What follows belongs to an exercise in optimizing a design on an open flow for small area, a short achievable clock period and few clock cycles; a production flow would make more cautious choices.
Function not checked in this run: the RTL went through the layout flow alone.
Power and IR drop assume default switching activity.

### flow/run.sh
#!/bin/bash
# synth_recipe.tcl (not shown) runs the flow's synth.tcl, then flattens the netlist and writes it again
# the make line also repeats each setting of config.mk as NAME=value (left out here)
make -C /OpenROAD-flow-scripts/flow DESIGN_CONFIG=/design/flow/config.mk WORK_HOME=/design/flow/orfs CLKGATE_MAP_FILE= SYNTH_SCRIPT=/design/flow/synth_recipe.tcl finish
### flow/config.mk
export PLATFORM = sky130hd
export DESIGN_NAME = md5
export DESIGN_NICKNAME = md5
export VERILOG_FILES = /design/flow/design.v
export SDC_FILE = /design/flow/constraint.sdc
export NUM_CORES = 4
export LEC_CHECK = 0
export CAP_MARGIN = 20
export CORE_MARGIN = 2
export CORE_UTILIZATION = 55
export SETUP_SLACK_MARGIN = 5
export SLEW_MARGIN = 20
### flow/constraint.sdc
create_clock -name core_clock -period 8.5 [get_ports {clk}]
set_input_delay 1.7000 -clock core_clock [delete_from_list [all_inputs] [get_ports {clk}]]
set_output_delay 1.7000 -clock core_clock [all_outputs]
set_load 0.01 [all_outputs]
### flow/design.v
`timescale 1ns / 1ps
module md5(
    input clk,
    input reset,
    input [0:8*8-1] input_num,
    input input_valid,
    output  [0:128-1] output_hash,
    output  output_valid
);
localparam [31:0] H1 = 32'hefcdab89;
localparam [31:0] H2 = 32'h98badcfe;
localparam [31:0] H3 = 32'h10325476;
localparam [31:0] AP0 = 32'hd76aa477;
reg [31:0] ap, b, c, d;
reg [31:0] m0, m1;
reg [6:0] cnt;
reg pre, vld;
reg fs0, fs1, fs2, fs3, fsm;    
reg [3:0] rlo;                  
reg [3:0] rhi;                  
wire run = ~pre & ~vld;
wire fin = run & cnt[6];
wire [31:0] f = ({32{fs0}} & ((b & c) | (~b & d)))
              | ({32{fs1}} & ((d & b) | (~d & c)))
              | ({32{fs2}} & (b ^ c ^ d))
              | ({32{fs3}} & (c ^ (b | ~d)))
              | ({32{fsm}} & m0);
wire [31:0] t = ap + f;
wire [31:0] t4 = {t[27:0], t[31:28]};
wire [31:0] tl = ({32{rlo[0]}} & t4)
               | ({32{rlo[1]}} & {t4[30:0], t4[31]})
               | ({32{rlo[2]}} & {t4[29:0], t4[31:30]})
               | ({32{rlo[3]}} & {t4[28:0], t4[31:29]});
wire [31:0] x = ({32{rhi[0]}} & tl)
              | ({32{rhi[1]}} & {tl[26:0], tl[31:27]})
              | ({32{rhi[2]}} & {tl[21:0], tl[31:22]})
              | ({32{rhi[3]}} & {tl[15:0], tl[31:16]});
wire [31:0] y = fin ? ap : (pre ? H1 : b);
wire [31:0] bn = y + x;
reg [31:0] kc;
always @(*) begin
    case (cnt)
        7'd0: kc = 32'he8c7b756;
        7'd1: kc = 32'h2420715b;
        7'd2: kc = 32'hc1bdceee;
        7'd3: kc = 32'hf57c0faf;
        7'd4: kc = 32'h4787c62a;
        7'd5: kc = 32'ha8304613;
        7'd6: kc = 32'hfd469501;
        7'd7: kc = 32'h698098d8;
        7'd8: kc = 32'h8b44f7af;
        7'd9: kc = 32'hffff5bb1;
        7'd10: kc = 32'h895cd7be;
        7'd11: kc = 32'h6b901122;
        7'd12: kc = 32'hfd987193;
        7'd13: kc = 32'ha67943ce;
        7'd14: kc = 32'h49b40821;
        7'd15: kc = 32'hf61e2562;
        7'd16: kc = 32'hc040b340;
        7'd17: kc = 32'h265e5a51;
        7'd18: kc = 32'he9b6c7aa;
        7'd19: kc = 32'hd62f105d;
        7'd20: kc = 32'h02441453;
        7'd21: kc = 32'hd8a1e681;
        7'd22: kc = 32'he7d3fbc8;
        7'd23: kc = 32'h21e1cde6;
        7'd24: kc = 32'hc3370816;
        7'd25: kc = 32'hf4d50d87;
        7'd26: kc = 32'h455a14ed;
        7'd27: kc = 32'ha9e3e905;
        7'd28: kc = 32'hfcefa478;
        7'd29: kc = 32'h676f02d9;
        7'd30: kc = 32'h8d2a4c8a;
        7'd31: kc = 32'hfffa3942;
        7'd32: kc = 32'h8771f681;
        7'd33: kc = 32'h6d9d6122;
        7'd34: kc = 32'hfde5384c;
        7'd35: kc = 32'ha4beea44;
        7'd36: kc = 32'h4bdecfa9;
        7'd37: kc = 32'hf6bb4b60;
        7'd38: kc = 32'hbebfbc70;
        7'd39: kc = 32'h289b7ec6;
        7'd40: kc = 32'heaa127fa;
        7'd41: kc = 32'hd4ef3085;
        7'd42: kc = 32'h04881d05;
        7'd43: kc = 32'hd9d4d039;
        7'd44: kc = 32'he6db99e5;
        7'd45: kc = 32'h1fa27cf8;
        7'd46: kc = 32'hc4ac56e5;
        7'd47: kc = 32'hf4292244;
        7'd48: kc = 32'h432aff97;
        7'd49: kc = 32'hab9423e7;
        7'd50: kc = 32'hfc93a039;
        7'd51: kc = 32'h655b59c3;
        7'd52: kc = 32'h8f0ccc92;
        7'd53: kc = 32'hffeff47d;
        7'd54: kc = 32'h85845dd1;
        7'd55: kc = 32'h6fa87e4f;
        7'd56: kc = 32'hfe2ce6e0;
        7'd57: kc = 32'ha3014314;
        7'd58: kc = 32'h4e0811a1;
        7'd59: kc = 32'hf7537e82;
        7'd60: kc = 32'hbd3af235;
        7'd61: kc = 32'h2ad7d33b;
        7'd62: kc = 32'heb86d391;
        7'd63: kc = 32'h67452301;
        7'd64: kc = 32'h10325476;
        7'd65: kc = 32'h98badcfe;
        7'd66: kc = 32'hefcdab89;
        default: kc = 32'd0;
    endcase
end
wire s0 = cnt == 7'd18 || cnt == 7'd40 || cnt == 7'd47;
wire s1 = cnt == 7'd0 || cnt == 7'd15 || cnt == 7'd35 || cnt == 7'd54;
wire [31:0] ms = ({32{s0}} & m0) | ({32{s1}} & m1);
wire [31:0] pn = d + kc + ms;
wire [6:0] cn = pre ? 7'd0 : cnt + 7'd1;
wire go = pre ? input_valid : run;
wire nr = go & ~cn[6];           
always @(posedge clk) begin
    if (reset) begin
        pre <= 1'b1;
        vld <= 1'b0;
        cnt <= 7'd0;
        fs0 <= 1'b0; fs1 <= 1'b0; fs2 <= 1'b0; fs3 <= 1'b0; fsm <= 1'b0;
        rlo <= 4'd0;
        rhi <= 4'd0;
    end else begin
        if (go) begin
            pre <= 1'b0;
            cnt <= cn;
            if (cnt == 7'd66) vld <= 1'b1;
        end
        if (go || vld) begin
            fsm <= nr & pre;
            fs0 <= nr & ~pre & (cn[5:4] == 2'd0);
            fs1 <= nr & (cn[5:4] == 2'd1);
            fs2 <= nr & (cn[5:4] == 2'd2);
            fs3 <= nr & (cn[5:4] == 2'd3);
            rhi <= nr ? (4'd1 << cn[1:0]) : 4'd0;
            case ({cn[5:4], cn[1:0]})
                4'd0, 4'd1, 4'd2, 4'd11: rlo <= 4'b1000;
                4'd3, 4'd9, 4'd10, 4'd12: rlo <= 4'b0100;
                4'd4, 4'd13, 4'd14, 4'd15: rlo <= 4'b0010;
                default: rlo <= 4'b0001;
            endcase
        end
    end
end
always @(posedge clk) begin
    b <= bn;
    if (pre) begin
        c <= H2;
        d <= H3;
        ap <= AP0;
    end else if (!vld) begin
        c <= b;
        d <= c;
        ap <= pn;
    end
end
always @(posedge clk) begin
    if (input_valid) begin
        m0 <= {input_num[8*3+:8], input_num[8*2+:8], input_num[8*1+:8], input_num[8*0+:8]};
        m1 <= {input_num[8*7+:8], input_num[8*6+:8], input_num[8*5+:8], input_num[8*4+:8]};
    end
end
assign output_valid = vld;
assign output_hash = {d[7:0], d[15:8], d[23:16], d[31:24],
                      ap[7:0], ap[15:8], ap[23:16], ap[31:24],
                      b[7:0], b[15:8], b[23:16], b[31:24],
                      c[7:0], c[15:8], c[23:16], c[31:24]};
endmodule
==> metrics.cfg <==
[yosys]
synth_nets=2907
synth_compound_area_share_pct=32.9
yosys_warnings=1
synth_edf_count=64
synthXorXnorAreaFrac_pct=4.91
netlist_area_um2=21100
synth_top_area_share_pct=17.3
ys_dominant_reg_cell=dfxtp_1
synth-seq-cells=246
synth_simple_gate_area_share_pct=16.3
synth.area.top_cells=dfxtp_1, edfxtp_1, ha_1
yosys.area.top_type=dfxtp_1
synthTopCellsByCount=nand2_1, o21ai_0, a21oi_1
synth_area_per_cell_um2=7.85
syn_inst=2682
async_flop_share_pct=0
synthAdderAreaFrac_pct=10.6
synth.most_common_cell=nand2_1
ys_seq_area_share_pct=26.4
muxShareOfSynthArea_pct=3.83
synth_top_family_by_area=compound AO/OA/AOI/OAI gates
synthDistinctLibCells=91

[floorplanning]
dieHeight_um=200
num_rows=71
die_w_um=200
dieArea_um2=39900
io-pin-count=196
core-area_um2=37700
start_util_pct=55.9

[clocking]
cts_buffer_depth=3
cts-root-buf=clkbuf_16
insertion_delay_ns=0.62
cts_buffers=30
htreeDepth=1
cts_tree=done
clock-sinks=246
clk_pin_slew_ns=0.06

[sta]
fin_worst_skew_ns=0.0265
worstMarginPinSlew_ns=0.953
relSlewSlack_pct=36.5
timing.final.crit_share_pct=75.9
rsz0062_at_grt=yes
period_needed_ns=6.45
finalSetupViolations=0
slew_viol_final=0
hold_violations=0
tns_ns=0
max_freq_mhz=155

[route]
drt_iter0_drc=4503
wl_um=100000
drc=0
route.vias.total=25602
avgViaCountPerCell=7.24
post_drt_wl_per_cell_um=28.4
firstDrtPassIters=13
antenna_left=0

[min_path]
min_delay_path_depth=2
hold_class=reg -> reg

[placement]
dp.cells=3206
portBuffers=195
hpwl_um=60800
gp_congestion=1.10

[critical_path]
cp_slowest_cell=a211oi_4
start_kind=flop
worst-setup-path-type=reg -> reg
critical_path.top_delay_family=compound AO/OA/AOI/OAI gates
cp.depth=29
worstPathArrival_ns=6.96
regToRegSetupSlack_ns=2.05
critPathMaxFanout=5
worstPathRequired_ns=9.01
cp_slowest_stage_delay_ns=0.48
ff2ff_path_depth=29
cp-end-kind=flop
crit_buf_inv=4

[global_route]
overflow=0
grt_pass1_wl_um=141000
grt_pass1_vias=23448
gr-usage-all-layers_pct=46.6
grt_max_degree=70
antenna_found_initial=2

[run]
cap_viol_max_count=0

[status]
status=no timing/DRC/antenna violations

[final_layout]
stdcell_count=3538
fin_nets=3227
areaGrowthSynthToFinish_pct=39.4
drive_gt1_share_pct=27.2

[power]
leakage_nw=11.2
ir_drop_mv=0.226
p_per_area_nw_per_um2=279

per-stage QoR:
stage               utilization, %  setup slack [ns]  area [um^2]  power [mW]  hold WS [ns]
detailed placement            62.6              1.40        23600        5.25         0.521
floorplan                        -              2.76        21800        4.13         0.514
global route                  77.9              1.79        29400        8.46         0.550
CTS                           73.8              2.49        27800        7.37         0.531
finish                        77.9              2.05        29400        8.18         0.530
global placement              62.6              1.53        23600        5.16         0.497
placed cells by master, fill, tap and decap left out, types with 54 or more instances in the layout:
cell             netlist  final
a21o_1                60     60
a21oi_1              219    172
a222oi_1              54     54
buf_4                  0    223
clkdlybuf4s50_1        0    190
dfxtp_1              182    107
edfxtp_1              64     64
ha_1                 124     69
mux2i_1               75     73
nand2_1              365    344
nor2_1               203    172
o211ai_1              65     65
o21ai_0              233    163
o21ai_1               22     56
cells by family (layout without fill, tap and decap cells):
| logic type | count (synthesis) | in the layout |
|---|---|---|
| xor gates and xnor gates | 118 | 118 |
| and+or+nand+nor | 778 | 780 |
| AOI/OAI and AO/OA | 1028 | 1028 |
| buffers and inverters | 274 | 616 |
| DFF | 246 | 246 |
| muxes | 80 | 80 |
| adders and majority gates | 158 | 158 |
| other | 0 | 1 |
final timing paths:
kind / from / endpoint
max: fs3 / b[30]
min: d[1] / d[1]
max reg2reg: fs3 / b[30]
min reg2reg: d[1] / d[1]
registers in the layout, summed over array words and instances, names as in the netlist, 4 cells and up:
name / count
b: 32
rhi: 4
m1: 32
kc: 32
m0: 32
cnt: 7
d: 32
c: 32
ap: 32
rlo: 4
area by class of cell:
cell class              count  area [um^2]
well taps                 511          639
flip-flops and latches    246         5720
multi-input cells        2164        16700
clock inverters            18          218
repair inverters            7         61.3
repair buffers            497         4870
clock buffers              38          821
inverters                  56          285
fillers                  2537         8310
diodes                      1         2.50
tightest hold or removal path, delay by kind of cell, from the launching register on:
| kind | cells | cell delay (ns) |
|---|---|---|
| multiplexers | 1 | 0.07 |
| flip-flops | 1 | 0.37 |
| AND/OR/NAND/NOR | 1 | 0.06 |
where the power goes:
group | internal [mW] | total, mW | switching [mW]
Clock | 0.805 | 1.38 | 0.572
Sequential | 1.42 | 1.90 | 0.481
Combinational | 2.26 | 4.91 | 2.65
routing by layer:
metal | wire [um] | track usage (%) | up-vias
met1 | 34100 | 56.5 | 11919
li1 | - | - | 10698
met2 | 43200 | 71.9 | 2258
met5 | 12 | 0 | -
met4 | 8980 | 30.6 | 2
met3 | 14200 | 13.7 | 725
repair_timing:
action	CTS	global route
gates resized for setup	343	237
hold buffers	0	0
cloned	18	3
buffers inserted	191	63
pin swaps	163	135
endpoints found under the setup margin	114	110

[re-timing with driven ports]
In the flow no input, the clock included, has a driving cell. The finished layout below was timed again as built, in two steps.
Step 1, drivers: a clkbuf_16 drives clk and a buf_2 each remaining input, both assumed.
Step 2, shift: input delay + t, output delay - t, t = (earliest + latest rising clock arrival at the registers) / 2. This alone moves slack from input paths to output paths.
Slacks: ideal / step 1 / step 2; pairs: ideal / step 1.
shift t [ns]: 0.671
slack for setup (ns): 2.046 / 2.046 / 2.046
hold slack, ns: 0.530 / 0.530 / 0.530
slew at the worst register clock pin (ns): 0.07 / 0.07
worst data-port slew with drivers (ns): 0.06
After both steps setup and hold are still met in this run. For this run, drivers alone change the setup slack by 0.000 ns; drivers and shift together by 0.000 ns.
